This design comes from an exercise in tuning for small area on the open sky130 flow, not from production work.
In this exercise RTL edits were held to simulation tests only and were not proved equivalent to the original.

<file path="design/flow/run.sh">
#!/bin/bash
# synth_recipe.tcl (not shown) runs the flow's synth.tcl, then flattens the netlist and writes it again
# the make line also repeats each setting of config.mk as NAME=value (left out here)
make -C /OpenROAD-flow-scripts/flow DESIGN_CONFIG=/design/flow/config.mk WORK_HOME=/design/flow/orfs CLKGATE_MAP_FILE= SYNTH_SCRIPT=/design/flow/synth_recipe.tcl finish
</file>
<file path="design/flow/config.mk">
export PLATFORM = sky130hd
export DESIGN_NAME = isc_cpu_top
export DESIGN_NICKNAME = isc_cpu_top
export VERILOG_FILES = /design/flow/design.v
export SDC_FILE = /design/flow/constraint.sdc
export NUM_CORES = 4
export LEC_CHECK = 0
export ABC_AREA = 0
export CAP_MARGIN = 20
export CORE_MARGIN = 2
export CORE_UTILIZATION = 40
export CTS_BUF_LIST = sky130_fd_sc_hd__clkbuf_8 sky130_fd_sc_hd__clkbuf_16
export CTS_CLUSTER_DIAMETER = 60
export CTS_CLUSTER_SIZE = 24
export SLEW_MARGIN = 20
export SYNTH_HIERARCHICAL = 1
</file>
<file path="design/flow/constraint.sdc">
create_clock -name core_clock -period 40.0 [get_ports {clk_i}]
set_input_delay 8.0000 -clock core_clock [delete_from_list [all_inputs] [get_ports {clk_i}]]
set_output_delay 8.0000 -clock core_clock [all_outputs]
set_load 0.01 [all_outputs]
</file>
<file path="design/flow/design.v">
module ao3n (d, s, yn);
    input [2:0] d;
    input [2:0] s;
    output yn;
    assign yn = ~|(d & s);
endmodule
module ao2n (d, s, yn);
    input [1:0] d;
    input [1:0] s;
    output yn;
    assign yn = ~|(d & s);
endmodule
module nand11 (a, y);
    input [10:0] a;
    output y;
    assign y = ~&a;
endmodule
module ao32 (d, s, y);
    input [31:0] d;
    input [31:0] s;
    output y;
    wire [10:0] t;
    genvar k;
    generate
        for (k = 0; k < 10; k = k + 1) begin : g
            ao3n u (.d(d[3*k+2:3*k]), .s(s[3*k+2:3*k]), .yn(t[k]));
        end
    endgenerate
    ao2n u10 (.d(d[31:30]), .s(s[31:30]), .yn(t[10]));
    nand11 c (.a(t), .y(y));
endmodule
module ao33 (d, s, y);
    input [32:0] d;
    input [32:0] s;
    output y;
    wire [10:0] t;
    genvar k;
    generate
        for (k = 0; k < 11; k = k + 1) begin : g
            ao3n u (.d(d[3*k+2:3*k]), .s(s[3*k+2:3*k]), .yn(t[k]));
        end
    endgenerate
    nand11 c (.a(t), .y(y));
endmodule
module pdh (a, hn);
    input [2:0] a;
    output [7:0] hn;
    genvar i;
    generate
        for (i = 0; i < 8; i = i + 1) begin : h
            assign hn[i] = ~(a == i);
        end
    endgenerate
endmodule
module pdl (a, en, ln);
    input [1:0] a;
    input en;
    output [3:0] ln;
    genvar i;
    generate
        for (i = 0; i < 4; i = i + 1) begin : l
            assign ln[i] = ~(en & (a == i));
        end
    endgenerate
endmodule
module pdhf (a, f, hn);
    input [2:0] a;
    input f;
    output [7:0] hn;
    genvar i;
    generate
        for (i = 0; i < 8; i = i + 1) begin : h
            assign hn[i] = ~(f | (a == i));
        end
    endgenerate
endmodule
module pdlf (a, en, f, ln);
    input [1:0] a;
    input en, f;
    output [3:0] ln;
    genvar i;
    generate
        for (i = 0; i < 4; i = i + 1) begin : l
            assign ln[i] = ~(f | (en & (a == i)));
        end
    endgenerate
endmodule
module sel32 (hn, ln, y);
    input [7:0] hn;
    input [3:0] ln;
    output [31:0] y;
    genvar i, j;
    generate
        for (i = 0; i < 8; i = i + 1) begin : h
            for (j = 0; j < 4; j = j + 1) begin : l
                assign y[4*i+j] = ~(hn[i] | ln[j]);
            end
        end
    endgenerate
endmodule
module rdec (a, en, y);
    input [4:0] a;
    input en;
    output [31:0] y;
    wire [7:0] hn;
    wire [3:0] ln;
    pdh  h (.a(a[4:2]), .hn(hn));
    pdl  l (.a(a[1:0]), .en(en), .ln(ln));
    sel32 s (.hn(hn), .ln(ln), .y(y));
endmodule
module inst_mode (inst_i, code_o);
    input [31:0] inst_i;
    output [20:0] code_o;
wire [7:0] op = inst_i[31:24];
wire im = inst_i[19];
wire o_add = (op == 8'b00000001);
wire o_sub = (op == 8'b00000010);
wire o_and = (op == 8'b00000101);
wire o_or  = (op == 8'b00000110);
wire o_rsh = (op == 8'b00001000);
wire o_lsh = (op == 8'b00001001);
wire o_mul = (op == 8'b00000011);
wire o_div = (op == 8'b00000100);
wire o_not = (op == 8'b00000111);
wire o_mov = (op == 8'b00001010);
wire o_mvo = (op == 8'b00001011);
wire o_mvi = (op == 8'b00001100);
wire o_jmp = (op == 8'b00001101);
wire o_ej  = (op == 8'b00001110);
wire o_nej = (op == 8'b00001111);
wire o_mth = (op == 8'b00010000);
wire o_wt  = (op == 8'b00010001);
wire ar = o_add | o_sub | o_and | o_or | o_rsh | o_lsh;
wire [2:0] arx = {op[3], op[2], op[0]};    
wire imf  = im & ar;
wire rgf  = ~im & (ar | o_mth | o_mvo);
wire grp  = ~im & (o_mul | o_div | o_jmp | o_ej | o_nej | o_not | o_mov);
wire movi = im & o_mov;
wire noti = im & o_not;
wire mvi  = im & o_mvi;
wire sgl  = ~(imf | rgf | grp | movi | noti | mvi);
wire [2:0] rsub = o_mth ? 3'd6 : o_mvo ? 3'd7 : arx;
wire [2:0] gcls = sgl ? 3'd0 : {op[0], op[1] ^ op[2], op[3]};
wire [2:0] scode = (o_wt & (inst_i[23] == inst_i[22])) ? 3'd1 :
                   (im & (o_jmp | o_ej | o_nej)) ? 3'd2 :
                   (im & o_mul) ? 3'd3 :
                   (im & o_div) ? 3'd4 : 3'd0;
wire [1:0] msub = movi ? 2'd0 : noti ? 2'd1 : mvi ? 2'd3 : 2'd2;
wire [20:0] c;
assign c[20:18] = imf ? arx : rgf ? 3'd6 : 3'd7;
assign c[17:11] = inst_i[17:11];
assign c[10:8]  = sgl ? scode : inst_i[10:8];
assign c[7:5]   = (grp | sgl) ? gcls : inst_i[7:5];
assign c[4:3]   = inst_i[4:3];
assign c[2]     = rgf ? rsub[2] : inst_i[2];
assign c[1:0]   = imf ? inst_i[1:0] : rgf ? rsub[1:0] : msub;
assign code_o = c ^ 21'b111_0000000_000_000_000_10;
endmodule
module add8 (a, b, ci, s, co);
    input [7:0] a;
    input [7:0] b;
    input ci;
    output [7:0] s;
    output co;
    wire [8:0] c;
    assign c[0] = ci;
    genvar k;
    generate
        for (k = 0; k < 8; k = k + 1) begin : fa
            assign s[k] = a[k] ^ b[k] ^ c[k];
            assign c[k+1] = (a[k] & b[k]) | (a[k] & c[k]) | (b[k] & c[k]);
        end
    endgenerate
    assign co = c[8];
endmodule
module dpg (t, nd, x, g);
    input t, nd;
    output x, g;
    assign x = t ^ nd;
    assign g = t & nd;
endmodule
module dxn (t, nd, xn);
    input t, nd;
    output xn;
    assign xn = ~(t ^ nd);
endmodule
module dgn (t, nd, gn);
    input t, nd;
    output gn;
    assign gn = ~(t & nd);
endmodule
module dcye (x, g, c, cn);
    input x, g, c;
    output cn;
    assign cn = ~(g | (x & c));
endmodule
module dcyo (xn, gn, cn, c);
    input xn, gn, cn;
    output c;
    assign c = ~(gn & (xn | cn));
endmodule
module dsm (x, c, t, q, r);
    input x, c, t, q;
    output r;
    assign r = q ? (x ^ c) : t;
endmodule
module div16 (n, d, a, b, mul, q, p);
    input [15:0] n;
    input [15:0] d;
    input [7:0] a;
    input [7:0] b;
    input mul;
    output [15:0] q;
    output [15:0] p;
    wire [15:0] op;
    wire [15:0] ne = n & {16{~mul}};
    wire [15:0] rem [0:15];
    wire [15:0] qr;
    genvar g, k;
    generate
        for (k = 0; k < 16; k = k + 1) begin : opk
            if (k < 8) begin : lo
                assign op[k] = mul ? a[k] : ~d[k];
            end else begin : hi
                assign op[k] = ~mul & ~d[k];
            end
        end
        for (g = 0; g < 16; g = g + 1) begin : row
            wire [g:0] t;
            if (g == 0) begin : t0
                assign t = ne[15];
            end else begin : tn
                assign t = {rem[g-1][g-1:0], ne[15-g]};
            end
            wire [g+1:0] c;
            wire [g:0] r;
            assign c[0] = ~mul;
            for (k = 0; k <= g; k = k + 1) begin : bt
                wire x, gg;
                if (k % 2 == 0) begin : ev
                    dpg  p (.t(t[k]), .nd(op[k]), .x(x), .g(gg));
                    dcye y (.x(x), .g(gg), .c(c[k]), .cn(c[k+1]));
                end else begin : od
                    dxn  p (.t(t[k]), .nd(op[k]), .xn(x));
                    dgn  h (.t(t[k]), .nd(op[k]), .gn(gg));
                    dcyo y (.xn(x), .gn(gg), .cn(c[k]), .c(c[k+1]));
                end
                dsm m (.x(x), .c(c[k]), .t(t[k]), .q(qr[g]), .r(r[k]));
            end
            wire hz;
            if (g < 15) begin : h0
                assign hz = |d[15:g+1];
            end else begin : h1
                assign hz = 1'b0;
            end
            wire cy;
            if ((g + 1) % 2 == 0) begin : qe
                assign cy = c[g+1];
            end else begin : qo
                assign cy = ~c[g+1];
            end
            assign q[15-g] = ~hz & cy;
            if (g < 8) begin : qd
                assign qr[g] = ~mul & ~hz & cy;
            end else begin : qm
                assign qr[g] = mul ? b[15-g] : (~hz & cy);
            end
            assign rem[g] = r;
        end
    endgenerate
    assign p = rem[15];
endmodule
module isc_cpu_top (
     clk_i
    ,rst_i
    ,rst_rom_i
    ,mode_sel_i
    ,en_w_rom_i
    ,w_rom_addr_i
    ,w_rom_data_i
    ,instruction_i
    ,reg_watcher_o
    ,pc_o
    ,wb_en_o
    ,wb_addr_1_o
    ,wb_data_1_o
    ,wb_addr_2_o
    ,wb_data_2_o
);
    input clk_i;
    input rst_i;
    input rst_rom_i;
    input mode_sel_i;
    input en_w_rom_i;
    input [15:0] w_rom_addr_i;
    input [31:0] w_rom_data_i;
    input [31:0] instruction_i;
    output [7:0] reg_watcher_o;
    output [15:0] pc_o;
    output wb_en_o;
    output [4:0] wb_addr_1_o;
    output [7:0] wb_data_1_o;
    output [4:0] wb_addr_2_o;
    output [7:0] wb_data_2_o;
genvar g, b;
reg        en_reg_q;
reg        en_ram_q;
reg [7:0]  d1_q;       
reg [4:0]  a1_q;       
reg [7:0]  d2_q;
reg [2:0]  a2_q;       
reg [15:0] pc_q;
reg [1:0]  bub_q;
reg [4:0]  pcf_q;      
reg        romw_q;     
reg [20:0] c_q;        
reg        zr_q;       
reg        zm_q;       
wire [20:0] enc_w;
wire [20:0] enc_i;
inst_mode enc_rom (.inst_i(w_rom_data_i), .code_o(enc_w));
inst_mode enc_imm (.inst_i(instruction_i), .code_o(enc_i));
wire [20:0] rom_wd = enc_w & {21{~rst_rom_i}};    
wire [31:0] rom_col [0:20];
wire [7:0] rwh;
wire [3:0] rwl;
wire [31:0] rom_we;
pdhf  u_rwh (.a(w_rom_addr_i[4:2]), .f(rst_rom_i), .hn(rwh));
pdlf  u_rwl (.a(w_rom_addr_i[1:0]), .en(en_w_rom_i), .f(rst_rom_i), .ln(rwl));
sel32 u_rws (.hn(rwh), .ln(rwl), .y(rom_we));
generate
    for (g = 0; g < 32; g = g + 1) begin : romw
        reg [20:0] q;
        always @(posedge clk_i)
            if (rom_we[g])
                q <= rom_wd;
        for (b = 0; b < 21; b = b + 1) begin : c
            assign rom_col[b][g] = q[b];
        end
    end
endgenerate
wire [7:0] wd1 = d1_q & {8{~rst_i}};
wire [7:0] wd2 = d2_q & {8{~rst_i}};
wire [7:0]  reg_q [0:31];
wire [31:0] reg_col [0:7];
wire [31:0] ram_col [0:7];
wire [7:0] wh;
wire [3:0] wl_reg, wl_ram;
wire [31:0] reg_we, ram_we;
pdhf  u_wh  (.a(a1_q[4:2]), .f(rst_i), .hn(wh));
pdlf  u_wlg (.a(a1_q[1:0]), .en(en_reg_q), .f(rst_i), .ln(wl_reg));
pdlf  u_wlm (.a(a1_q[1:0]), .en(en_ram_q), .f(rst_i), .ln(wl_ram));
sel32 u_wsg (.hn(wh), .ln(wl_reg), .y(reg_we));
sel32 u_wsm (.hn(wh), .ln(wl_ram), .y(ram_we));
generate
    for (g = 0; g < 32; g = g + 1) begin : regw
        reg [7:0] q;
        wire w1 = reg_we[g];
        wire w2;
        if (g == 0) begin : p0
            assign w2 = en_reg_q & (a2_q == 3'd0);
        end else if (g == 23) begin : p23
            assign w2 = en_reg_q & (a2_q == 3'd1);
        end else if (g == 25) begin : p25
            assign w2 = en_reg_q & (a2_q == 3'd2);
        end else if (g == 26) begin : p26
            assign w2 = en_reg_q & (a2_q == 3'd3);
        end else if (g == 31) begin : p31
            assign w2 = en_reg_q & (a2_q == 3'd4);
        end else begin : pn
            assign w2 = 1'b0;
        end
        always @(posedge clk_i)
            if (w1 | w2)
                q <= w2 ? wd2 : wd1;
        assign reg_q[g] = q;
        for (b = 0; b < 8; b = b + 1) begin : c
            assign reg_col[b][g] = q[b];
        end
    end
    for (g = 0; g < 32; g = g + 1) begin : ramw
        reg [7:0] q;
        always @(posedge clk_i)
            if (ram_we[g])
                q <= wd1;
        for (b = 0; b < 8; b = b + 1) begin : c
            assign ram_col[b][g] = q[b];
        end
    end
endgenerate
assign reg_watcher_o = reg_q[5'd22];
wire slot    = (bub_q == 2'd0);
wire rom_en  = ~rst_i & slot & mode_sel_i & ~romw_q;
wire imm_en  = ~rst_i & slot & ~mode_sel_i;
wire ws_en   = ~rst_i & (~slot | (mode_sel_i & romw_q));
wire [31:0] rom_sel;
rdec u_rsel (.a(pcf_q), .en(rom_en), .y(rom_sel));
wire [20:0] fetch;
generate
    for (b = 0; b < 21; b = b + 1) begin : rrd
        ao33 u (.d({enc_i[b], rom_col[b]}), .s({imm_en, rom_sel}), .y(fetch[b]));
    end
endgenerate
always @(posedge clk_i) begin
    pcf_q  <= pc_q[4:0];
    romw_q <= en_w_rom_i & ~rst_rom_i;
    if (rst_i)
        bub_q <= 2'd0;
    else
        bub_q <= mode_sel_i ? bub_q + 2'd1 : 2'd0;
    c_q <= fetch | ({21{ws_en}} & (21'b111_0000000_001_000_000_10 ^ 21'b111_0000000_000_000_000_10));
end
wire [20:0] c = c_q ^ 21'b111_0000000_000_000_000_10;
wire [2:0] top = c[20:18];
wire is_regf = (top == 3'd6);
wire is_misc = (top == 3'd7);
wire is_immf = ~is_regf & ~is_misc;
wire [2:0] opx = is_regf ? c[2:0] : top;
wire arith   = ~is_misc & ~(opx[2] & opx[1]);
wire op_add  = arith & (opx == 3'b001);
wire op_sub  = arith & (opx == 3'b000);
wire op_and  = arith & (opx == 3'b011);
wire op_or   = arith & (opx == 3'b010);
wire op_rsh  = arith & (opx == 3'b100);
wire op_lsh  = arith & (opx == 3'b101);
wire op_mth  = is_regf & (c[2:0] == 3'd6);
wire op_mvo  = is_regf & (c[2:0] == 3'd7);
wire op_movi = is_misc & (c[1:0] == 2'd0);
wire op_noti = is_misc & (c[1:0] == 2'd1);
wire grp     = is_misc & (c[1:0] == 2'd2);
wire op_mvi  = is_misc & (c[1:0] == 2'd3);
wire [2:0] gc = c[7:5];
wire op_mul  = grp & (gc == 3'd6);
wire op_div  = grp & (gc == 3'd2);
wire op_jmp  = grp & (gc == 3'd7);
wire op_ej   = grp & (gc == 3'd1);
wire op_nej  = grp & (gc == 3'd5);
wire op_not  = grp & (gc == 3'd4);
wire op_mov  = grp & (gc == 3'd3);
wire sgl     = grp & (gc == 3'd0);
wire op_nop  = sgl & (c[10:8] == 3'd0);
wire op_ws   = sgl & (c[10:8] == 3'd1);
wire op_jmpi = sgl & (c[10:8] == 3'd2);
wire op_muli = sgl & (c[10:8] == 3'd3);
wire op_divi = sgl & (c[10:8] == 3'd4);
wire [4:0] a_addr = is_immf ? c[9:5] : c[17:13];
wire [4:0] b_addr = c[12:8];
wire [4:0] d_addr = c[7:3];
wire [4:0] m_addr = c[6:2];
wire [7:0] imm    = c[17:10];
wire [31:0] sel_a, sel_b, sel_d, sel_m;
rdec u_sa (.a(a_addr), .en(~zr_q), .y(sel_a));
rdec u_sb (.a(b_addr), .en(~zr_q), .y(sel_b));
rdec u_sd (.a(d_addr), .en(~zr_q), .y(sel_d));
rdec u_sm (.a(m_addr), .en(~zm_q), .y(sel_m));
wire [7:0] R1;
wire [7:0] R2;
wire [4:0] R3;
wire [7:0] RM;
generate
    for (b = 0; b < 8; b = b + 1) begin : rd
        ao32 u1 (.d(reg_col[b]), .s(sel_a), .y(R1[b]));
        ao32 u2 (.d(reg_col[b]), .s(sel_b), .y(R2[b]));
        ao32 um (.d(ram_col[b]), .s(sel_m), .y(RM[b]));
        if (b < 5) begin : r3
            ao32 u3 (.d(reg_col[b]), .s(sel_d), .y(R3[b]));
        end
    end
endgenerate
wire [7:0] opB = is_immf ? imm : R2;
wire inv = op_sub | op_mth | op_ej | op_nej;
wire cin = op_sub | op_ej | op_nej;
wire [7:0] sum;
wire cout;
add8 u_add (.a(R1), .b(opB ^ {8{inv}}), .ci(cin), .s(sum), .co(cout));
wire carry = opB[7] & R1[7];
wire neg   = ~cout;
wire gt    = cout;
wire eq    = (sum == 8'd0);
function [7:0] rev8;
    input [7:0] x;
    rev8 = {x[0], x[1], x[2], x[3], x[4], x[5], x[6], x[7]};
endfunction
wire [7:0] shx = op_lsh ? rev8(R1) : R1;
wire [7:0] shr = (|opB[7:3]) ? 8'd0 : (shx >> opB[2:0]);
wire [15:0] quo;
wire [15:0] prod;
div16 u_div (.n({reg_q[24], reg_q[23]}), .d({R1, R2}), .a(R1), .b(R2), .mul(op_mul),
             .q(quo), .p(prod));
wire [7:0] mx = gt ? R1 : R2;
reg [7:0] d1_n;
reg [7:0] d2_n;
reg [4:0] a1_n;
reg [2:0] a2_n;
always @(*) begin
    d1_n = 8'd0;
    d2_n = 8'd0;
    a1_n = 5'd0;
    a2_n = 3'd0;
    if (op_add | op_sub) d1_n = sum;
    if (op_and) d1_n = R1 & opB;
    if (op_or)  d1_n = R1 | opB;
    if (op_rsh) d1_n = shr;
    if (op_lsh) d1_n = rev8(shr);
    if (op_mth) d1_n = mx;
    if (op_mul) d1_n = prod[15:8];
    if (op_div) d1_n = quo[15:8];
    if (op_not) d1_n = ~R1;
    if (op_mov | op_mvo) d1_n = R1;
    if (op_movi) d1_n = imm;
    if (op_noti) d1_n = ~imm;
    if (op_mvi) d1_n = RM;
    if (op_add) d2_n = {8{carry}};
    if (op_sub) d2_n = {8{neg}};
    if (op_mth) d2_n = {8{gt}};
    if (op_mul) d2_n = prod[7:0];
    if (op_div) d2_n = quo[7:0];
    if (arith) a1_n = is_immf ? c[4:0] : c[7:3];
    if (op_movi | op_noti) a1_n = c[9:5];
    if (op_not | op_mov) a1_n = c[12:8];
    if (op_mth | op_mvo) a1_n = R3;
    if (op_mul | op_div | op_muli) a1_n = 5'd24;
    if (op_mvi) a1_n = 5'd28;
    if (op_add) a2_n = 3'd3;
    if (op_sub) a2_n = 3'd2;
    if (op_mth) a2_n = 3'd4;
    if (op_mul | op_div | op_muli) a2_n = 3'd1;
end
wire hold  = op_jmp | op_ej | op_nej;
wire wrreg = ~(op_mvo | op_ws | op_jmpi | op_nop);
wire [15:0] pc_inc;
wire [16:0] ic;
assign ic[0] = 1'b1;
generate
    for (b = 0; b < 16; b = b + 1) begin : inc
        assign pc_inc[b] = pc_q[b] ^ ic[b];
        assign ic[b+1] = pc_q[b] & ic[b];
    end
endgenerate
wire wrap = (|pc_q[15:5]) | (&pc_q[4:0]);
wire [15:0] pc_adv = mode_sel_i ? (wrap ? 16'd0 : pc_inc) : pc_q;
wire [15:0] tgt = zr_q ? 16'd0 : {reg_q[30], reg_q[29]};
reg [15:0] pc_n;
always @(*) begin
    pc_n = pc_adv;
    if (op_jmp) pc_n = {R1, R2};
    if (op_ej)  pc_n = eq ? tgt : pc_inc;
    if (op_nej) pc_n = eq ? pc_inc : tgt;
    if (op_jmpi) pc_n = pc_inc;
    if (op_ws)  pc_n = pc_q;
end
always @(posedge clk_i) begin
    zr_q <= en_reg_q;
    zm_q <= en_ram_q;
    if (rst_i) begin
        en_reg_q <= 1'b0;
        en_ram_q <= 1'b0;
        pc_q     <= 16'd0;
    end
    else begin
        pc_q <= pc_n;
        if (~hold) begin
            en_reg_q <= wrreg;
            en_ram_q <= op_mvo;
        end
    end
    if (~hold) begin
        d1_q <= d1_n;
        d2_q <= d2_n;
        a1_q <= a1_n;
        a2_q <= a2_n;
    end
end
assign pc_o = pc_q;
assign wb_en_o = en_reg_q;
assign wb_addr_1_o = a1_q;
assign wb_data_1_o = d1_q;
assign wb_data_2_o = d2_q;
assign wb_addr_2_o = (a2_q == 3'd1) ? 5'd23 :
                     (a2_q == 3'd2) ? 5'd25 :
                     (a2_q == 3'd3) ? 5'd26 :
                     (a2_q == 3'd4) ? 5'd31 : 5'd0;
endmodule
</file>
==> impl_metrics.tcl, run 1 <==
set metrics [dict create \
    yosysTopAreaCellShare_pct 63.1 \
    layout_setup_ws_ns 2.93 \
    die_area_sq_um 147000 \
    drtAntennaViolNets 0 \
    first_iter_violations 7320 \
    boundaryPins 136 \
    crit_type "reg2reg" \
    worst_path_fanout_max 28 \
    synth_cell_types 85 \
    crit_path_max_incr_delay_ns 0.58 \
    synth_top_area_cell "edfxtp_1" \
    place_hpwl_microns 125000 \
    row_count 139 \
    gp_routability_congestion 1.00 \
    worst_path_dominant_cell_family "compound AO/OA/AOI/OAI gates" \
    die_height_microns 383 \
    detail_route.wirelength_microns 184000 \
    ys_ff_latch 1257 \
    worst_pin_slew_ns 1.23 \
    worst_relative_slew_slack_pct 17.5 \
    ys_async_sr_fraction_pct 0 \
    ctsHoldBuffers 0 \
    final_area_sq_um 65800 \
    clkLatencyLatePin_ns 0.74 \
    hold_path_class "reg2reg" \
    grt_max_degree 61 \
    layout.cells.most_common "edfxtp_1" \
    outcome "finished clean" \
    crit_path_frequent_cell "a21oi_2" \
    max-clock-path-buffers 3 \
    hold_depth 0 \
    setup.reg_to_reg.worst_slack_ns 2.93 \
    grt_overflow_total 0 \
    total_instance_count_after_detailed_placement 6288 \
    area_growth_syn_to_layout_pct 14.5 \
    layout.cells.most_common_list "edfxtp_1, a222oi_1, nor2_1, buf_4, xnor2_1" \
    global_route_wire_length_before_repair_microns 265000 \
    cts_tree "yes" \
    clock.fmax_ghz 0.0270 \
    cts_inserted_buffers 91 \
    r2r_cells 212 \
    rr_endpoint "d1_q[4]" \
    post_synth_inst_count 4183 \
    post_route_cells_drive_above_1_share_pct 15.3 \
    synth.net_count 4363 \
    final.hold.worst_slack_ns 0.401 \
    antenna_found_initial 9 \
    floorplan.die.width_microns 383 \
    initial_core_util_pct 40.1 \
    netlist_area_sq_um 57400 \
    vias_per_cell 6.40 \
    crit_path_top_delay_cell "a222oi_1" \
    timing.clock.skew_ns 0.0466 \
    finalCritPeriodShare_pct 92.7 \
    cp.required_ns 40.44 \
    detail_route.wl_per_cell_microns 28.4 \
    yosysSeqAreaShare_pct 64.9 \
    final.fill_count 12693 \
    drcViolationCount 0 \
    setup_violations 0 \
    timing.critical_path.from_type "flip-flop" \
    end_point_of_the_critical_path "d1_q[4]" \
    crit-reg2reg-launch "c_q[20]" \
    cp.arrival_ns 37.51 \
    period_minus_slack_ns 37.07 \
    drv_cap 0 \
    syn-mean-instance-area_sq_um 13.7 \
    synth_ff_type "edfxtp_1" \
    grt_util_all_layers_pct 24.4 \
    number_of_synthesized_flops_with_an_enable_pin 1208 \
    fin_cells 6470 \
    worstSetupEndpointType "flip-flop" \
    vias 41411 \
    core_area_sq_um 143000 \
    maxSlewViolCount 0 \
    cp.depth 212 \
    synth_top_cells_by_area "edfxtp_1, a222oi_1, nor2_1" \
    number_of_buffer_and_inverter_instances_along_the_worst_setup_path 14 \
    fin_util_pct 45.9 \
    grt_setup_unrepaired "false" \
    cp-startpoint "c_q[20]" \
    drt_pre_antenna_iters 14 \
    root_buffer "clkbuf_16" \
    cts.reportedPaths.clkPinSlew_ns 0.09 \
    ys_warnings 8 \
    placed_cell_area_sq_um 62100 \
    buffer_ports.inserted 118 \
    final_hold_viol_count 0 \
    detailedPlace.worstSlack_ns -0.132 \
    htree_levels 3 \
    grt_pass1_vias 38914 \
    numClockSinks 1257 \
    fin_nets 4663 \
]
## cell usage after synthesis, drive strengths merged (29+ instances only)
cell and instances:
edfxtp 1208, a222oi 525, nor2 504, a21oi 270, xnor2 211, nand2 185
o21ai 154, nand4 118, buf 89, ha 87, nand3 84, inv 66
or3 63, nor2b 56, clkbuf 49, dfxtp 49, nor3 44, a22oi 39
a31oi 39, mux2i 36, nand3b 29
## cell type report
cell class / instances / area (sq um) / area share [%]
flip-flops and latches: 1257 / 37300 / 56.7
multi-input cells: 2722 / 19600 / 29.8
repair buffers: 344 / 2890 / 4.39
well taps: 1903 / 2380 / 3.62
clock buffers: 91 / 2280 / 3.46
clock inverters: 77 / 1080 / 1.64
inverters: 67 / 251 / 0.382
diodes: 9 / 22.5 / 0.0343
## per-module statistics from Yosys, one instance, submodules excluded, a selection
module,flip-flops and latches,times used,cells inside,area (sq um)
add8,0,1,18,198
dcyo,0,64,1,5.00
dpg,0,72,1,12.5
dsm,0,136,3,17.5
inst_mode,0,2,96,647
isc_cpu_top,1257,1,1986,41600
nand11,0,50,4,23.8
## layer usage
layer  wire (microns)  global-route usage, %
met4             7200                   8.76
met1            73800                   33.5
met5               40                      0
met3            17300                   4.05
met2            85400                   39.0
## state kept, by name, indices dropped and copies added, names as in the netlist
register  cells
pc_q         16
c_q          21
en_reg_q      1
ramw.q      256
d1_q          8
bub_q         2
d2_q          8
a2_q          3
zm_q          1
a1_q          5
en_ram_q      1
pcf_q         5
romw.q      672
regw.q      256
romw_q        1
zr_q          1
## metrics by stage
step / TNS, ns
final: 0
after global routing: 0
after CTS: 0
after detailed placement: -0.221
after global placement: 0
after floorplan: 0
## logic make-up (layout without fill, tap and decap cells)
| logic type | Yosys count | in the layout | share of synthesized area (%) |
|---|---|---|---|
| fa+ha+maj | 96 | 96 | 2.19 |
| buf+inv | 205 | 579 | 2.01 |
| other cells | 0 | 9 | 0 |
| xor+xnor | 218 | 218 | 3.32 |
| simple gates | 1191 | 1191 | 10.0 |
| compound gates | 1160 | 1160 | 16.6 |
| mux | 56 | 57 | 1.04 |
| flops | 1257 | 1257 | 64.9 |
## worst min-delay path by stage
stage / from / endpoint
6_report: pc_q[2] / pcf_q[2]
2_1_floorplan: en_ram_q / zm_q
5_1_grt: pc_q[2] / pcf_q[2]
4_1_cts: pc_q[2] / pcf_q[2]
3_3_place_gp: bub_q[0] / bub_q[0]
3_5_place_dp: bub_q[0] / bub_q[0]
## timing repair
item / CTS / global route
gates resized for setup: 2 / 68
cloned: 0 / 2
pin swaps: 0 / 6
setup buffers: 0 / 3
endpoints found under the setup margin: 4 / 16
==> run 2, diff against run 1 <==
==> design/flow/flow/run.sh (new file) <==
#!/bin/bash
# The standard layout (the standard.sh: ORFS synthesis to finish) with
# two changes: the port buffers are the smallest buffer cell, and clock tree
# synthesis uses clkbuf_8 with sink clusters of at most 20 and inserts
# no dummy loads. Each tool's full output stays in the ORFS logs under
# orfs/logs/; make's own output goes to flow.log here.
set -euo pipefail
export BUFFER_PORTS_ARGS="-buffer_cell sky130_fd_sc_hd__buf_1"
export CTS_ARGS="-sink_clustering_enable -repair_clock_nets -dont_use_dummy_load -sink_clustering_size 20 -sink_clustering_max_diameter 50 -buf_list {sky130_fd_sc_hd__clkbuf_8}"
bash standard.sh > flow.log 2>&1
==> design/flow/standard.sh (new file) <==
#!/bin/bash
# synth_recipe.tcl (not shown) runs the flow's synth.tcl, then flattens the netlist and writes it again
# the make line also repeats each setting of config.mk as NAME=value (left out here)
make -C /OpenROAD-flow-scripts/flow DESIGN_CONFIG=/design/flow/config.mk WORK_HOME=/design/flow/orfs CLKGATE_MAP_FILE= SYNTH_SCRIPT=/design/flow/synth_recipe.tcl "${@:-finish}"
--- a/design/flow/config.mk
+++ b/design/flow/config.mk
@@ -9,8 +9,6 @@
 export CAP_MARGIN = 20
 export CORE_MARGIN = 2
-export CORE_UTILIZATION = 40
-export CTS_BUF_LIST = sky130_fd_sc_hd__clkbuf_8 sky130_fd_sc_hd__clkbuf_16
-export CTS_CLUSTER_DIAMETER = 60
-export CTS_CLUSTER_SIZE = 24
+export CORE_UTILIZATION = 60
+export PLACE_DENSITY = 0.72
 export SLEW_MARGIN = 20
 export SYNTH_HIERARCHICAL = 1
removed: design/flow/run.sh
==> run 2 against run 1 <==
Sequential cell count stayed put. Non-clock buffer count is 4 higher. Critical path depth is 3 lower. Sequential share of layout area is 3.0 points higher. Routed wire length is 6.5% lower. Worst setup slack worse by 0.43 ns. Utilization is 20 points higher. First-iteration DRC count is 17% higher. Register-to-register slack worse by 0.43 ns. Count of clock-buffer cells in the layout is 15 higher. Critical path type unchanged.
==> impl_metrics.tcl, run 2 <==
set metrics [dict create \
    outcome "finished clean" \
    worst_relative_slew_slack_pct 14.7 \
    synth_most_common_cell "edfxtp_1" \
    boundaryPins 136 \
    final_area_sq_um 62400 \
    synth_ff_type "edfxtp_1" \
    ctsHoldBuffers 0 \
    cts_inserted_buffers 106 \
    clkLatencyLatePin_ns 0.82 \
    cts.reportedPaths.clkPinSlew_ns 0.10 \
    post_route_cells_drive_above_1_share_pct 14.3 \
    worstSetupEndpointType "flip-flop" \
    ys_async_sr_fraction_pct 0 \
    synth_top_cells_by_area "edfxtp_1, a222oi_1, nor2_1" \
    detail_route.wirelength_microns 172000 \
    netlist_area_sq_um 57400 \
    numClockSinks 1257 \
    timing.critical_path.from_type "flip-flop" \
    top_regs "romw.q x672, ramw.q x256, regw.q x256" \
    place_hpwl_microns 117000 \
    drcViolationCount 0 \
    synth_top_area_cell "edfxtp_1" \
    clock.fmax_ghz 0.0267 \
    antenna_found_initial 11 \
    final.hold.worst_slack_ns 0.360 \
    area_growth_syn_to_layout_pct 8.66 \
    worst_path_fanout_max 26 \
    ys_warnings 8 \
    crit_path_max_incr_delay_ns 0.78 \
    root_buffer "clkbuf_8" \
    maxSlewViolCount 0 \
    grt_overflow_total 0 \
    timing.clock.skew_ns 0.132 \
    drv_cap 0 \
    final_hold_viol_count 0 \
    largest_register_ff_count 672 \
    grt_util_all_layers_pct 34.2 \
    yosysTopAreaCellShare_pct 63.1 \
    global_route_wire_length_before_repair_microns 249000 \
    timing.setup.tns_ns 0 \
    setup_violations 0 \
    synth.cells.most_frequent "edfxtp_1, a222oi_1, nor2_1" \
    cp.arrival_ns 37.96 \
    cp.required_ns 40.45 \
    largest_register "romw.q" \
    synth.net_count 4363 \
    yosysSeqAreaShare_pct 64.9 \
    core_area_sq_um 95000 \
    cts_tree "yes" \
    post_synth_inst_count 4183 \
    crit_path_top_delay_cell "or3_1" \
    layout.cells.most_common "edfxtp_1" \
    fin_nets 4683 \
    ys_ff_latch 1257 \
    layout.cells.most_common_list "edfxtp_1, a222oi_1, nor2_1, buf_4, xnor2_1" \
    worst_pin_slew_ns 1.27 \
    floorplan.die.width_microns 313 \
    vias_per_cell 7.22 \
    syn-mean-instance-area_sq_um 13.7 \
    finalCritPeriodShare_pct 93.8 \
    period_minus_slack_ns 37.50 \
    hold_path_class "reg2reg" \
    buffer_ports.inserted 118 \
    crit_type "reg2reg" \
    number_of_synthesized_flops_with_an_enable_pin 1208 \
    row_count 113 \
    die_area_sq_um 98200 \
    drt_pre_antenna_iters 17 \
    synth_cell_types 85 \
    placed_cell_area_sq_um 60500 \
    die_height_microns 313 \
    vias 41650 \
    grt_max_degree 61 \
    htree_levels 3 \
    max-clock-path-buffers 3 \
    grt_pass1_vias 38500 \
    final.fill_count 7058 \
    crit_path_frequent_cell "a21oi_2" \
    initial_core_util_pct 60.5 \
    detail_route.wl_per_cell_microns 29.7 \
    drtAntennaViolNets 0 \
    gp_routability_congestion 0.981 \
    first_iter_violations 8540 \
]
[run 2: changes by cell type in the layout (fill, tap and decap cells not counted), moves of 8 or more]
cell,delta
inv_12,-11
clkbuf_16,-91
inv_8,-8
clkinv_8,-10
inv_6,-14
clkinv_4,-8
clkdlybuf4s50_1,-116
buf_1,+116
clkbuf_8,+106
[run 2: critical path, delay by kind of cell, from the launching register on]
kind	cells	cell delay [ns]
simple gates	40	6.90
xor+xnor	4	0.56
fa+ha+maj	11	3.20
flops	1	0.65
buf+inv	17	3.07
compound gates	132	21.11
mux	5	1.60
[run 2: Yosys stat by module (local to each module, per instance), excerpt]
| module | flip-flops and latches | copies in the design |
|---|---|---|
| pdh | 0 | 5 |
| dcyo | 0 | 64 |
| pdhf | 0 | 2 |
| ao3n | 0 | 521 |
| pdlf | 0 | 3 |
| dcye | 0 | 72 |
| dsm | 0 | 136 |
[run 2: stage by stage]
step	instances	utilization, %	setup WS, ns
final	5772	65.7	2.50
after floorplan	4183	-	0.0288
after CTS	5758	65.3	0.00957
after detailed placement	5648	63.7	-0.314
after global routing	5769	65.7	-0.0794
after global placement	5648	63.7	0.269
[run 2: logic make-up (layout without fill, tap and decap cells)]
logic type	Yosys count	in the layout	share of synthesized area (%)
DFF	1257	1257	64.9
and+or+nand+nor	1191	1191	10.0
AOI/OAI and AO/OA	1160	1160	16.6
xor gates and xnor gates	218	218	3.32
buffers and inverters	205	521	2.01
adders and majority gates	96	96	2.19
muxes	56	58	1.04
other	0	6	0
[run 2: worst paths after layout]
| path | start | end | slack, ns | cells past startpoint |
|---|---|---|---|---|
| hold / removal | pc_q[1] | pcf_q[1] | 0.36 | 0 |
| setup reg to reg | c_q[9] | d1_q[5] | 2.50 | 209 |
| hold reg to reg | pc_q[1] | pcf_q[1] | 0.36 | 0 |
| setup / recovery | c_q[9] | d1_q[5] | 2.50 | 209 |
[run 2: cell type report]
type	count	area, sq um	area share, %
sequential	1257	37300	59.7
antenna	6	15.0	0.0241
inverter	67	256	0.411
timing repair buffer	348	2200	3.52
tap	1265	1580	2.54
multi-input combinational	2723	19700	31.5
clock buffer	106	1460	2.34
[run 2: repair_timing]
item	CTS	global route
setup buffers	4	6
endpoints found under the setup margin	8	16
pin swaps	2	14
gates cloned	0	2
endpoints found under the hold margin	0	0
resized for setup	5	70
[run 2: layer usage]
metal  GRT usage [%]  part of all wire [%]  wire [microns]
met4            13.2                   4.3            7450
met5               0                 0.022              37
met3            5.56                    11           19100
met1            47.3                    38           64400
met2            55.0                    47           80700
==> run 3, diff against run 2 <==
--- a/design/flow/config.mk
+++ b/design/flow/config.mk
@@ -9,6 +9,5 @@
 export CAP_MARGIN = 20
 export CORE_MARGIN = 2
-export CORE_UTILIZATION = 60
-export PLACE_DENSITY = 0.72
+export CORE_UTILIZATION = 40
 export SLEW_MARGIN = 20
 export SYNTH_HIERARCHICAL = 1
==> run 3 against run 2 <==
Worst hold slack better by 0.066 ns. Via count down 1.2%. Cell count up 11%. Routed wire length up 7.2%. Count of clock-buffer cells in the layout down 2. Die area up 49%. Worst setup slack better by 0.26 ns. Maximum frequency up 0.69%. Largest cell class unchanged.
==> impl_metrics.tcl, run 3 <==
set metrics [dict create \
    cp.arrival_ns 37.74 \
    cts_inserted_buffers 104 \
    timing.critical_path.from_type "flip-flop" \
    max-clock-path-buffers 3 \
    detail_route.wirelength_microns 184000 \
    area_growth_syn_to_layout_pct 9.91 \
    clkLatencyLatePin_ns 0.87 \
    synth_top_area_cell "edfxtp_1" \
    crit_path_max_incr_delay_ns 0.71 \
    netlist_area_sq_um 57400 \
    synth_top_cells_by_area "edfxtp_1, a222oi_1, nor2_1" \
    synth_cell_types 85 \
    largest_register_ff_count 672 \
    synth.net_count 4363 \
    period_minus_slack_ns 37.25 \
    root_buffer "clkbuf_8" \
    crit_type "reg2reg" \
    cts.reportedPaths.clkPinSlew_ns 0.08 \
    vias_per_cell 6.44 \
    grt_overflow_total 0 \
    setup_violations 0 \
    drt_pre_antenna_iters 13 \
    layout_setup_ws_ns 2.75 \
    first_iter_violations 7038 \
    initial_core_util_pct 40.1 \
    number_of_synthesized_flops_with_an_enable_pin 1208 \
    gp_routability_congestion 0.936 \
    worstSetupEndpointType "flip-flop" \
    htree_levels 3 \
    layout.cells.most_common_list "edfxtp_1, a222oi_1, nor2_1, xnor2_1, buf_4" \
    die_area_sq_um 147000 \
    top_regs "romw.q x672, ramw.q x256, regw.q x256" \
    outcome "finished clean" \
    grt_pass1_vias 38323 \
    yosysTopAreaCellShare_pct 63.1 \
    crit_path_top_delay_cell "or3_1" \
    post_synth_inst_count 4183 \
    synth.cells.most_frequent "edfxtp_1, a222oi_1, nor2_1" \
    ys_async_sr_fraction_pct 0 \
    drcViolationCount 0 \
    fin_util_pct 44.1 \
    floorplan.die.width_microns 383 \
    ys_ff_latch 1257 \
    worst_pin_slew_ns 1.21 \
    global_route_wire_length_before_repair_microns 264000 \
    row_count 139 \
    buffer_ports.inserted 118 \
    drtAntennaViolNets 0 \
    synth_ff_type "edfxtp_1" \
    cp.required_ns 40.50 \
    antenna_found_initial 25 \
    place_hpwl_microns 125000 \
    drv_cap 0 \
    timing.clock.skew_ns 0.141 \
    worst_relative_slew_slack_pct 19.0 \
    yosysSeqAreaShare_pct 64.9 \
    fin_nets 4662 \
    cts_tree "yes" \
    layout.cells.most_common "edfxtp_1" \
    die_height_microns 383 \
    numClockSinks 1257 \
    largest_register "romw.q" \
    post_route_cells_drive_above_1_share_pct 14.5 \
    worst_path_fanout_max 28 \
    vias 41165 \
    maxSlewViolCount 0 \
    final.fill_count 12931 \
    crit_path_frequent_cell "a21oi_2" \
    hold_path_class "reg2reg" \
    finalCritPeriodShare_pct 93.1 \
    grt_max_degree 61 \
    detail_route.wl_per_cell_microns 28.8 \
    core_area_sq_um 143000 \
    detailedPlace.worstSlack_ns -0.430 \
    syn-mean-instance-area_sq_um 13.7 \
    ys_warnings 8 \
    boundaryPins 136 \
    final_hold_viol_count 0 \
    clock.fmax_ghz 0.0268 \
    synth_most_common_cell "edfxtp_1" \
    grt_util_all_layers_pct 24.4 \
]
-- run 3: cell counts after synthesis --
No cell type changed its count.
-- run 3: worst max-delay path: cells and delay by family (launching register included) --
kind	cells	cell delay [ns]
compound gates	132	21.14
xor+xnor	4	0.67
fa+ha+maj	11	3.11
buf+inv	15	2.97
flops	1	0.43
mux	5	1.60
simple gates	39	6.95
-- run 3: per-stage QoR --
| step | setup TNS [ns] | hold WS (ns) | instance area [sq um] | instances |
|---|---|---|---|---|
| after floorplan | 0 | 0.388 | 57500 | 4183 |
| after global placement | 0 | 0.408 | 61100 | 6261 |
| after detailed placement | -1.09 | 0.416 | 61200 | 6263 |
| after CTS | 0 | 0.424 | 62700 | 6369 |
| after global routing | -0.222 | 0.443 | 63100 | 6385 |
| final | 0 | 0.426 | 63100 | 6390 |
-- run 3: path summary, 6_finish.rpt --
path / to / from / slack, ns / cells after the start
setup / recovery: d1_q[6] / zr_q / 2.75 / 206
hold / removal: bub_q[0] / bub_q[0] / 0.43 / 1
setup reg to reg: d1_q[6] / zr_q / 2.75 / 206
hold reg to reg: bub_q[0] / bub_q[0] / 0.43 / 1
-- run 3: area by class of cell --
class                           count  area [sq um]  share of cell area, %
Sequential cell                  1257         37300                   59.0
Multi-Input combinational cell   2722         19700                   31.2
Tap cell                         1903          2380                   3.77
Timing Repair Buffer              330          2090                   3.31
Clock buffer                      104          1430                   2.27
Inverter                           67           251                  0.398
Antenna cell                        7          17.5                 0.0277
-- run 3: timing repair --
action | CTS | global route
hold buffers | 0 | 0
pin swaps | 1 | 10
gates resized for setup | 6 | 77
setup buffers | 2 | 11
gates cloned | 0 | 2
endpoints found under the setup margin | 7 | 16
-- run 3: per-module statistics from Yosys, one instance, submodules excluded, excerpt --
| module | cells inside | flops+latches |
|---|---|---|
| dgn | 1 | 0 |
| ao2n | 1 | 0 |
| nand11 | 4 | 0 |
| dpg | 1 | 0 |
| sel32 | 36 | 0 |
| pdlf | 6 | 0 |
| ao3n | 1 | 0 |
| div16 | 103 | 0 |
| add8 | 18 | 0 |
| inst_mode | 96 | 0 |
| dsm | 3 | 0 |
| dcyo | 1 | 0 |
-- run 3: cells by family (layout without fill, tap and decap cells) --
logic type / after synthesis / after routing / share of synthesized area [%]
compound gates: 1160 / 1160 / 16.6
xor+xnor: 218 / 218 / 3.32
fa+ha+maj: 96 / 96 / 2.19
buf+inv: 205 / 501 / 2.01
flops: 1257 / 1257 / 64.9
mux: 56 / 57 / 1.04
other cells: 0 / 7 / 0
simple gates: 1191 / 1191 / 10.0
-- run 3: layer usage --
metal / vias to the layer above / global-route usage [%] / share of wire, %
li1: 17970 / - / -
met1: 20624 / 33.0 / 40
met2: 2222 / 39.2 / 47
met3: 331 / 5.18 / 10
met4: 18 / 7.73 / 3.5
met5: - / 0 / 0.058
==> run 4, diff against run 3 <==
--- a/design/flow/config.mk
+++ b/design/flow/config.mk
@@ -7,7 +7,7 @@
 export LEC_CHECK = 0
 export ABC_AREA = 0
-export CAP_MARGIN = 20
+export CAP_MARGIN = 0
 export CORE_MARGIN = 2
 export CORE_UTILIZATION = 40
-export SLEW_MARGIN = 20
+export SLEW_MARGIN = 0
 export SYNTH_HIERARCHICAL = 1
==> run 4 against run 3 <==
Synthesized cell count unchanged. Routed wire length is 0.13% higher. Register-to-register slack worse by 0.06 ns.
==> impl_metrics.tcl, run 4 <==
set metrics [dict create \
    outcome "finished clean" \
    drv_cap 0 \
    cp.arrival_ns 37.78 \
    placed_cell_area_sq_um 61100 \
    worstSetupEndpointType "flip-flop" \
    drt_pre_antenna_iters 14 \
    timing.clock.skew_ns 0.141 \
    final.hold.worst_slack_ns 0.413 \
    buffer_ports.inserted 118 \
    cts.reportedPaths.clkPinSlew_ns 0.09 \
    max-clock-path-buffers 3 \
    synth_top_cells_by_area "edfxtp_1, a222oi_1, nor2_1" \
    netlist_area_sq_um 57400 \
    place_hpwl_microns 124000 \
    post_route_cells_drive_above_1_share_pct 14.2 \
    grt_max_degree 61 \
    detail_route.wirelength_microns 184000 \
    number_of_synthesized_flops_with_an_enable_pin 1208 \
    largest_register_ff_count 672 \
    fin_util_pct 44.0 \
    synth_most_common_cell "edfxtp_1" \
    ys_async_sr_fraction_pct 0 \
    timing.critical_path.from_type "flip-flop" \
    cts_inserted_buffers 102 \
    numClockSinks 1257 \
    hold_path_class "reg2reg" \
    number_of_buffer_and_inverter_instances_along_the_worst_setup_path 15 \
    layout.cells.most_common_list "edfxtp_1, a222oi_1, nor2_1, xnor2_1, buf_4" \
    synth_cell_types 85 \
    cts_tree "yes" \
    detail_route.wl_per_cell_microns 28.9 \
    first_iter_violations 6937 \
    global_route_wire_length_before_repair_microns 263000 \
    cp.required_ns 40.47 \
    row_count 139 \
    ys_warnings 8 \
    yosysSeqAreaShare_pct 64.9 \
    drtAntennaViolNets 0 \
    ctsHoldBuffers 0 \
    clkLatencyLatePin_ns 0.85 \
    vias_per_cell 6.43 \
    end_point_of_the_critical_path "d1_q[4]" \
    worst_pin_slew_ns 1.33 \
    worst_path_fanout_max 28 \
    crit_path_top_delay_cell "or3_1" \
    post_synth_inst_count 4183 \
    fin_nets 4657 \
    ys_ff_latch 1257 \
    synth_ff_type "edfxtp_1" \
    gp_routability_congestion 0.936 \
    yosysTopAreaCellShare_pct 63.1 \
    grt_util_all_layers_pct 24.3 \
    cp-startpoint "zr_q" \
    crit_path_max_incr_delay_ns 0.71 \
    vias 41030 \
    cp.depth 209 \
    grt_overflow_total 0 \
    die_area_sq_um 147000 \
    holdCritStartpoint "pc_q[2]" \
    floorplan.die.width_microns 383 \
    finalCritPeriodShare_pct 93.3 \
    drcViolationCount 0 \
    syn-mean-instance-area_sq_um 13.7 \
    setup.reg_to_reg.worst_slack_ns 2.70 \
    area_growth_syn_to_layout_pct 9.67 \
    rr_endpoint "d1_q[4]" \
    fin_cells 6384 \
    maxSlewViolCount 0 \
    layout.cells.most_common "edfxtp_1" \
    setup_violations 0 \
    crit_path_frequent_cell "a21oi_2" \
    crit_type "reg2reg" \
    initial_core_util_pct 40.1 \
    worst_path_dominant_cell_family "compound AO/OA/AOI/OAI gates" \
    grt_pass1_vias 38184 \
    synth.net_count 4363 \
    r2r_cells 209 \
    core_area_sq_um 143000 \
    crit-reg2reg-launch "zr_q" \
    worst_relative_slew_slack_pct 11.0 \
    boundaryPins 136 \
    antenna_found_initial 23 \
    die_height_microns 383 \
    top_regs "romw.q x672, ramw.q x256, regw.q x256" \
    total_instance_count_after_detailed_placement 6261 \
    clock.fmax_ghz 0.0268 \
    root_buffer "clkbuf_8" \
    synth.cells.most_frequent "edfxtp_1, a222oi_1, nor2_1" \
    synth_top_area_cell "edfxtp_1" \
    htree_levels 3 \
    period_minus_slack_ns 37.30 \
    largest_register "romw.q" \
    final_hold_viol_count 0 \
    final_area_sq_um 63000 \
]
-- run 4: cell families (layout without fill, tap and decap cells) --
logic type	Yosys count	count (layout)	synth area share (%)
flops	1257	1257	64.9
simple gates	1191	1191	10.0
compound gates	1160	1160	16.6
xor+xnor	218	218	3.32
buf+inv	205	496	2.01
fa+ha+maj	96	96	2.19
mux	56	57	1.04
other cells	0	6	0
-- run 4: per-module statistics from Yosys (local to each module, per instance), a selection --
module	flip-flops and latches	cells inside
div16	0	103
pdh	0	8
nand11	0	4
isc_cpu_top	1257	1986
pdl	0	4
dgn	0	1
dpg	0	1
ao2n	0	1
sel32	0	36
inst_mode	0	96
pdhf	0	12
-- run 4: final cells by class --
| type | count | area, sq um |
|---|---|---|
| inverters | 67 | 251 |
| diodes | 6 | 15.0 |
| fillers | 12950 | 80100 |
| clock buffers | 102 | 1400 |
| repair buffers | 327 | 2060 |
| well taps | 1903 | 2380 |
| multi-input cells | 2722 | 19600 |
| flip-flops and latches | 1257 | 37300 |
-- run 4: worst register-to-register path: cells and delay by family (launching register included) --
family | cells | cell delay (ns)
AO/OA/AOI/OAI | 133 | 21.09
XOR/XNOR | 3 | 0.54
adder cells (fa/ha/maj) | 11 | 3.29
buffers and inverters | 15 | 2.98
flip-flops | 1 | 0.43
multiplexers | 5 | 1.58
AND/OR/NAND/NOR | 42 | 7.17
-- run 4: how the worst min path moves through the flow --
stage,slack [ns],depth (start not counted),to
2_1_floorplan,0.39,0,zm_q
5_1_grt,0.43,0,pcf_q[2]
3_3_place_gp,0.41,1,bub_q[0]
6_report,0.41,0,pcf_q[2]
3_5_place_dp,0.42,0,pcf_q[2]
4_1_cts,0.40,0,pcf_q[2]
-- run 4: routing by layer --
metal  vias up  share of wire, %  track usage, %
met3       337                10            5.13
met2      2155                47            39.0
met1     20566                40            32.9
li1      17956                 -               -
met4        16               3.5            7.74
met5         -             0.050               0
-- run 4: timing repair --
item	in CTS	in global routing
cloned	0	2
pin swaps	1	9
gates resized for setup	5	73
setup endpoints to repair	7	16
buffers inserted	2	11
-- run 4: per-stage QoR --
| stage | setup TNS, ns | setup WS, ns |
|---|---|---|
| finish | 0 | 2.70 |
| global placement | 0 | 0.105 |
| floorplan | 0 | 0.0288 |
| detailed placement | -0.855 | -0.318 |
| global route | -0.313 | -0.133 |
| CTS | 0 | 0.0418 |
==> run 5, diff against run 4 <==
==> design/flow/flow/run.sh (replaced) <==
#!/bin/bash
# The standard layout (the standard.sh: ORFS synthesis to finish) with
# two changes: the port buffers are the smallest buffer cell, and clock tree
# synthesis uses clkbuf_4 with sink clusters of at most 12 and inserts
# no dummy loads. Each tool's full output stays in the ORFS logs under
# orfs/logs/; make's own output goes to flow.log here.
set -euo pipefail
export BUFFER_PORTS_ARGS="-buffer_cell sky130_fd_sc_hd__buf_1"
export CTS_ARGS="-sink_clustering_enable -repair_clock_nets -dont_use_dummy_load -sink_clustering_size 12 -sink_clustering_max_diameter 40 -buf_list {sky130_fd_sc_hd__clkbuf_4}"
bash standard.sh > flow.log 2>&1
==> run 5 against run 4 <==
Still clean on timing, DRC and antenna. Clock skew grew 0.038 ns. Maximum frequency fell by 0.33%. Cell count grew 0.89%.
==> impl_metrics.tcl, run 5 <==
set metrics [dict create \
    outcome "finished clean" \
    worst_pin_slew_ns 1.35 \
    top_regs "romw.q x672, ramw.q x256, regw.q x256" \
    drtAntennaViolNets 0 \
    place_hpwl_microns 124000 \
    worst_path_fanout_max 28 \
    holdCritStartpoint "bub_q[0]" \
    cts_tree "yes" \
    drv_cap 0 \
    yosysTopAreaCellShare_pct 63.1 \
    yosysSeqAreaShare_pct 64.9 \
    detail_route.wl_per_cell_microns 28.7 \
    layout.cells.most_common_list "edfxtp_1, a222oi_1, nor2_1, xnor2_1, buf_4" \
    cts.reportedPaths.clkPinSlew_ns 0.10 \
    row_count 139 \
    setup.reg_to_reg.worst_slack_ns 2.57 \
    setup_violations 0 \
    synth_most_common_cell "edfxtp_1" \
    worst_relative_slew_slack_pct 10.2 \
    number_of_synthesized_flops_with_an_enable_pin 1208 \
    clock.fmax_ghz 0.0267 \
    final.fill_count 13043 \
    final_area_sq_um 62800 \
    final_hold_viol_count 0 \
    cp.required_ns 40.88 \
    placed_cell_area_sq_um 61100 \
    gp_routability_congestion 0.936 \
    timing.critical_path.from_type "flip-flop" \
    hold_path_class "reg2reg" \
    root_buffer "clkbuf_4" \
    detail_route.wirelength_microns 185000 \
    maxSlewViolCount 0 \
    cp.depth 210 \
    timing.clock.skew_ns 0.178 \
    die_area_sq_um 147000 \
    syn-mean-instance-area_sq_um 13.7 \
    post_route_cells_drive_above_1_share_pct 15.2 \
    detailedPlace.worstSlack_ns -0.318 \
    crit_path_frequent_cell "a21oi_2" \
    final.hold.worst_slack_ns 0.439 \
    max-clock-path-buffers 3 \
    crit_type "reg2reg" \
    finalCritPeriodShare_pct 93.6 \
    rr_endpoint "d1_q[7]" \
    drcViolationCount 0 \
    grt_max_degree 61 \
    fin_nets 4706 \
    initial_core_util_pct 40.1 \
    core_area_sq_um 143000 \
    global_route_wire_length_before_repair_microns 264000 \
    largest_register_ff_count 672 \
    synth.net_count 4363 \
    numClockSinks 1257 \
    post_synth_inst_count 4183 \
    crit_path_top_delay_cell "or3_1" \
    worst_path_dominant_cell_family "compound AO/OA/AOI/OAI gates" \
    cts_inserted_buffers 152 \
    antenna_found_initial 27 \
    buffer_ports.inserted 118 \
    die_height_microns 383 \
    total_instance_count_after_detailed_placement 6261 \
    floorplan.die.width_microns 383 \
    grt_util_all_layers_pct 24.4 \
    synth_cell_types 85 \
    ys_ff_latch 1257 \
    vias_per_cell 6.42 \
    grt_pass1_vias 38652 \
    worstHoldEndpoint "bub_q[0]" \
    ys_async_sr_fraction_pct 0 \
    clkLatencyLatePin_ns 1.17 \
    largest_register "romw.q" \
    period_minus_slack_ns 37.43 \
    synth_ff_type "edfxtp_1" \
    vias 41325 \
    crit_path_max_incr_delay_ns 0.73 \
    cp.arrival_ns 38.30 \
    number_of_buffer_and_inverter_instances_along_the_worst_setup_path 15 \
    synth.cells.most_frequent "edfxtp_1, a222oi_1, nor2_1" \
    ys_warnings 8 \
    grt_overflow_total 0 \
    netlist_area_sq_um 57400 \
    r2r_cells 210 \
    hold_depth 1 \
    synth_top_area_cell "edfxtp_1" \
    area_growth_syn_to_layout_pct 9.25 \
    boundaryPins 136 \
    fin_cells 6441 \
    synth_top_cells_by_area "edfxtp_1, a222oi_1, nor2_1" \
    worstSetupEndpointType "flip-flop" \
    htree_levels 4 \
    drt_pre_antenna_iters 13 \
    seq_area_sq_um 37300 \
    first_iter_violations 6820 \
    layout.cells.most_common "edfxtp_1" \
    multi_input_comb_area_sq_um 19700 \
    crit-reg2reg-launch "zr_q" \
    layout_setup_ws_ns 2.57 \
]
run 5: worst max-delay path by stage:
stage,startpoint,endpoint
floorplan,c_q[20],d1_q[0]
global placement,c_q[20],d1_q[6]
detailed placement,c_q[20],d1_q[4]
CTS,c_q[20],d1_q[4]
global route,c_q[19],d1_q[4]
finish,zr_q,d1_q[7]
run 5: area by class of cell:
type	instances	area share, %
multi-input cells	2723	31.3
flip-flops and latches	1257	59.4
repair buffers	325	3.24
well taps	1903	3.79
clock buffers	152	1.82
diodes	14	0.0558
inverters	67	0.407
run 5: timing repair:
action	CTS	global route
resized for setup	5	80
endpoints found under the setup margin	6	16
pin swaps	1	14
gates cloned	0	3
buffers inserted	2	9
hold buffers	0	0
run 5: per-layer routing:
| layer | share of wire, % | GRT usage (%) | up-vias |
|---|---|---|---|
| met4 | 3.5 | 8.47 | 16 |
| met1 | 40 | 32.8 | 20546 |
| met2 | 46 | 38.9 | 2267 |
| met3 | 10 | 5.58 | 362 |
| li1 | - | - | 18134 |
| met5 | 0.050 | 0 | - |
run 5: logic make-up after synthesis:
group / after synthesis / synth area share, %
muxes: 56 / 1.04
xor gates and xnor gates: 218 / 3.32
and+or+nand+nor: 1191 / 10.0
DFF: 1257 / 64.9
adders and majority gates: 96 / 2.19
buffers and inverters: 205 / 2.01
AOI/OAI and AO/OA: 1160 / 16.6
run 5: worst register-to-register path: cells and delay by family (launching register included):
kind / cells / cell delay, ns
flip-flops: 1 / 0.41
buffers and inverters: 15 / 3.00
AO/OA/AOI/OAI: 134 / 21.35
AND/OR/NAND/NOR: 42 / 7.18
multiplexers: 5 / 1.51
XOR/XNOR: 3 / 0.56
adder cells (fa/ha/maj): 11 / 3.28
run 5: stage by stage:
step,utilization [%],setup TNS [ns]
final,43.8,0
after global routing,43.8,-0.503
after CTS,43.5,0
after detailed placement,42.7,-0.855
after global placement,42.7,0
after floorplan,-,0
run 5: modules after synthesis (local to each module, per instance), a selection:
module | times used | flops+latches | cells inside
inst_mode | 2 | 0 | 96
div16 | 1 | 0 | 103
dsm | 136 | 0 | 3
dcyo | 64 | 0 | 1
sel32 | 8 | 0 | 36
dpg | 72 | 0 | 1
isc_cpu_top | 1 | 1257 | 1986
pdh | 5 | 0 | 8
ao2n | 29 | 0 | 1
add8 | 1 | 0 | 18
dxn | 64 | 0 | 1
==> run 6, diff against run 5 <==
==> design/flow/flow/run.sh (replaced) <==
#!/bin/bash
# The standard layout (the standard.sh: ORFS synthesis to finish) with
# two changes: the port buffers are the smallest buffer cell, and clock tree
# synthesis uses clkbuf_8 with sink clusters of at most 24 and inserts
# no dummy loads. Each tool's full output stays in the ORFS logs under
# orfs/logs/; make's own output goes to flow.log here.
set -euo pipefail
export BUFFER_PORTS_ARGS="-buffer_cell sky130_fd_sc_hd__buf_1"
export CTS_ARGS="-sink_clustering_enable -repair_clock_nets -dont_use_dummy_load -sink_clustering_size 24 -sink_clustering_max_diameter 50 -buf_list {sky130_fd_sc_hd__clkbuf_8}"
bash standard.sh > flow.log 2>&1
==> run 6 against run 5 <==
Cell count shrank 0.87%. Design area grew 0.40%. Synthesized area is the same. Routed wire length shrank 0.23%. Worst setup slack gained 0.074 ns. Largest cell class unchanged.
==> impl_metrics.tcl, run 6 <==
set metrics [dict create \
    crit_path_top_delay_cell "or3_1" \
    vias 41096 \
    grt_util_all_layers_pct 24.3 \
    cts_inserted_buffers 102 \
    hold_depth 0 \
    worstSetupEndpointType "flip-flop" \
    numClockSinks 1257 \
    grt_pass1_vias 38185 \
    syn-mean-instance-area_sq_um 13.7 \
    layout_setup_ws_ns 2.65 \
    layout.cells.most_common_list "edfxtp_1, a222oi_1, nor2_1, xnor2_1, buf_4" \
    detailedPlace.worstSlack_ns -0.318 \
    yosysTopAreaCellShare_pct 63.1 \
    global_route_wire_length_before_repair_microns 263000 \
    cts_tree "yes" \
    drcViolationCount 0 \
    cts.reportedPaths.clkPinSlew_ns 0.09 \
    place_hpwl_microns 124000 \
    synth_most_common_cell "edfxtp_1" \
    initial_core_util_pct 40.1 \
    worstHoldEndpoint "pcf_q[2]" \
    setup.reg_to_reg.worst_slack_ns 2.65 \
    setup_violations 0 \
    synth.cells.most_frequent "edfxtp_1, a222oi_1, nor2_1" \
    crit_path_frequent_cell "a21oi_2" \
    largest_register_ff_count 672 \
    clkLatencyLatePin_ns 0.85 \
    antenna_found_initial 23 \
    period_minus_slack_ns 37.35 \
    crit-reg2reg-launch "zr_q" \
    finalCritPeriodShare_pct 93.4 \
    buffer_ports.inserted 118 \
    timing.clock.skew_ns 0.144 \
    cp.arrival_ns 37.82 \
    floorplan.die.width_microns 383 \
    r2r_cells 209 \
    synth_top_cells_by_area "edfxtp_1, a222oi_1, nor2_1" \
    outcome "finished clean" \
    drt_pre_antenna_iters 15 \
    gp_routability_congestion 0.936 \
    detail_route.wirelength_microns 184000 \
    worst_path_fanout_max 28 \
    area_growth_syn_to_layout_pct 9.68 \
    synth_top_area_cell "edfxtp_1" \
    worst_pin_slew_ns 1.36 \
    fin_nets 4657 \
    boundaryPins 136 \
    max-clock-path-buffers 3 \
    row_count 139 \
    drtAntennaViolNets 0 \
    drv_cap 0 \
    core_area_sq_um 143000 \
    ys_warnings 8 \
    synth_cell_types 85 \
    ys_async_sr_fraction_pct 0 \
    number_of_synthesized_flops_with_an_enable_pin 1208 \
    maxSlewViolCount 0 \
    vias_per_cell 6.44 \
    top_regs "romw.q x672, ramw.q x256, regw.q x256" \
    first_iter_violations 7077 \
    largest_register "romw.q" \
    synth.net_count 4363 \
    ys_ff_latch 1257 \
    crit_path_max_incr_delay_ns 0.71 \
    final_hold_viol_count 0 \
    yosysSeqAreaShare_pct 64.9 \
    root_buffer "clkbuf_8" \
    clock.fmax_ghz 0.0268 \
]
run 6: cell counts after synthesis:
No cell type changed its count.
run 6: per-stage QoR:
| step | TNS [ns] | instances | cell area (sq um) | utilization (%) |
|---|---|---|---|---|
| after floorplan | 0 | 4183 | 57500 | - |
| after global placement | 0 | 6261 | 61100 | 42.7 |
| after detailed placement | -0.855 | 6261 | 61100 | 42.7 |
| after CTS | 0 | 6365 | 62600 | 43.7 |
| after global routing | -0.313 | 6380 | 63000 | 44.0 |
| final | 0 | 6385 | 63000 | 44.0 |
run 6: modules after synthesis, one instance, submodules excluded, a selection:
module     cell area, sq um  copies in the design
inst_mode               647                     2
div16                   548                     1
add8                    198                     1
pdh                    60.1                     5
pdlf                   32.5                     3
pdl                    28.8                     5
ao2n                   12.5                    29
dpg                    12.5                    72
ao3n                   10.0                   521
dxn                    8.76                    64
dcyo                   5.00                    64
dgn                    3.75                    64
run 6: cell type report:
type | instances | area, sq um | area share, %
Timing Repair Buffer | 327 | 2060 | 3.27
Sequential cell | 1257 | 37300 | 59.1
Clock buffer | 102 | 1400 | 2.23
Inverter | 67 | 251 | 0.399
Antenna cell | 7 | 17.5 | 0.0278
Tap cell | 1903 | 2380 | 3.78
Multi-Input combinational cell | 2722 | 19600 | 31.2
run 6: repair_timing:
item	in CTS	in global routing
setup endpoints to repair	7	16
setup buffers	2	11
hold buffers	0	0
gates cloned	0	2
pin swaps	1	9
resized for setup	5	73
run 6: worst max path at each step:
stage	startpoint	to	slack (ns)	cells after the start
final	zr_q	d1_q[4]	2.65	209
after global routing	c_q[19]	d1_q[4]	-0.13	215
after CTS	c_q[20]	d1_q[4]	0.04	211
after detailed placement	c_q[20]	d1_q[4]	-0.32	211
after global placement	c_q[20]	d1_q[6]	0.11	210
after floorplan	c_q[20]	d1_q[0]	0.03	215
run 6: cell families (layout without fill, tap and decap cells):
logic type | count (synthesis) | in the layout | share of synthesized area [%]
DFF | 1257 | 1257 | 64.9
and+or+nand+nor | 1191 | 1191 | 10.0
AOI/OAI and AO/OA | 1160 | 1160 | 16.6
xor gates and xnor gates | 218 | 218 | 3.32
buffers and inverters | 205 | 496 | 2.01
adders and majority gates | 96 | 96 | 2.19
muxes | 56 | 57 | 1.04
other | 0 | 7 | 0
run 6: layer usage:
metal  vias up  global-route usage, %  wire length, microns
met4        16                   7.74                  6360
met1     20612                   32.9                 73000
met3       330                   5.07                 19000
li1      17964                      -                     -
met5         -                      0                    94
met2      2174                   39.0                 85700
run 6: worst max-delay path, delay by kind of cell (launching register included):
family	cells	cell delay, ns
compound gates	133	21.08
xor+xnor	3	0.54
fa+ha+maj	11	3.29
buf+inv	15	2.98
flops	1	0.42
mux	5	1.58
simple gates	42	7.16

==> static timing again, ports no longer ideal <==
How much do the figures lean on ideal ports? The routed layouts below were timed once more, with nothing changed but the port constraints. Step 1 assumes that a clkbuf_16 drives the clock port and a buf_2 every other input. Step 2, shift: input delay + t, output delay - t, t = (earliest + latest rising clock arrival at the registers) / 2. This alone moves slack from input paths to output paths. Slacks: no drivers / after step 1 / after step 2; pairs: no drivers / after step 1.
run	t (ns)	setup slack, ns	worst setup path after step 2
run 1	0.786	2.926 / 2.926 / 2.926	register to register
run 2	0.828	2.496 / 2.496 / 2.496	register to register
run 3	0.884	2.753 / 2.753 / 2.753	register to register
run 4	0.859	2.697 / 2.697 / 2.697	register to register
run 5	1.164	2.575 / 2.575 / 2.575	register to register
run 6	0.858	2.649 / 2.649 / 2.649	register to register
After both steps every run listed still meets setup and hold.
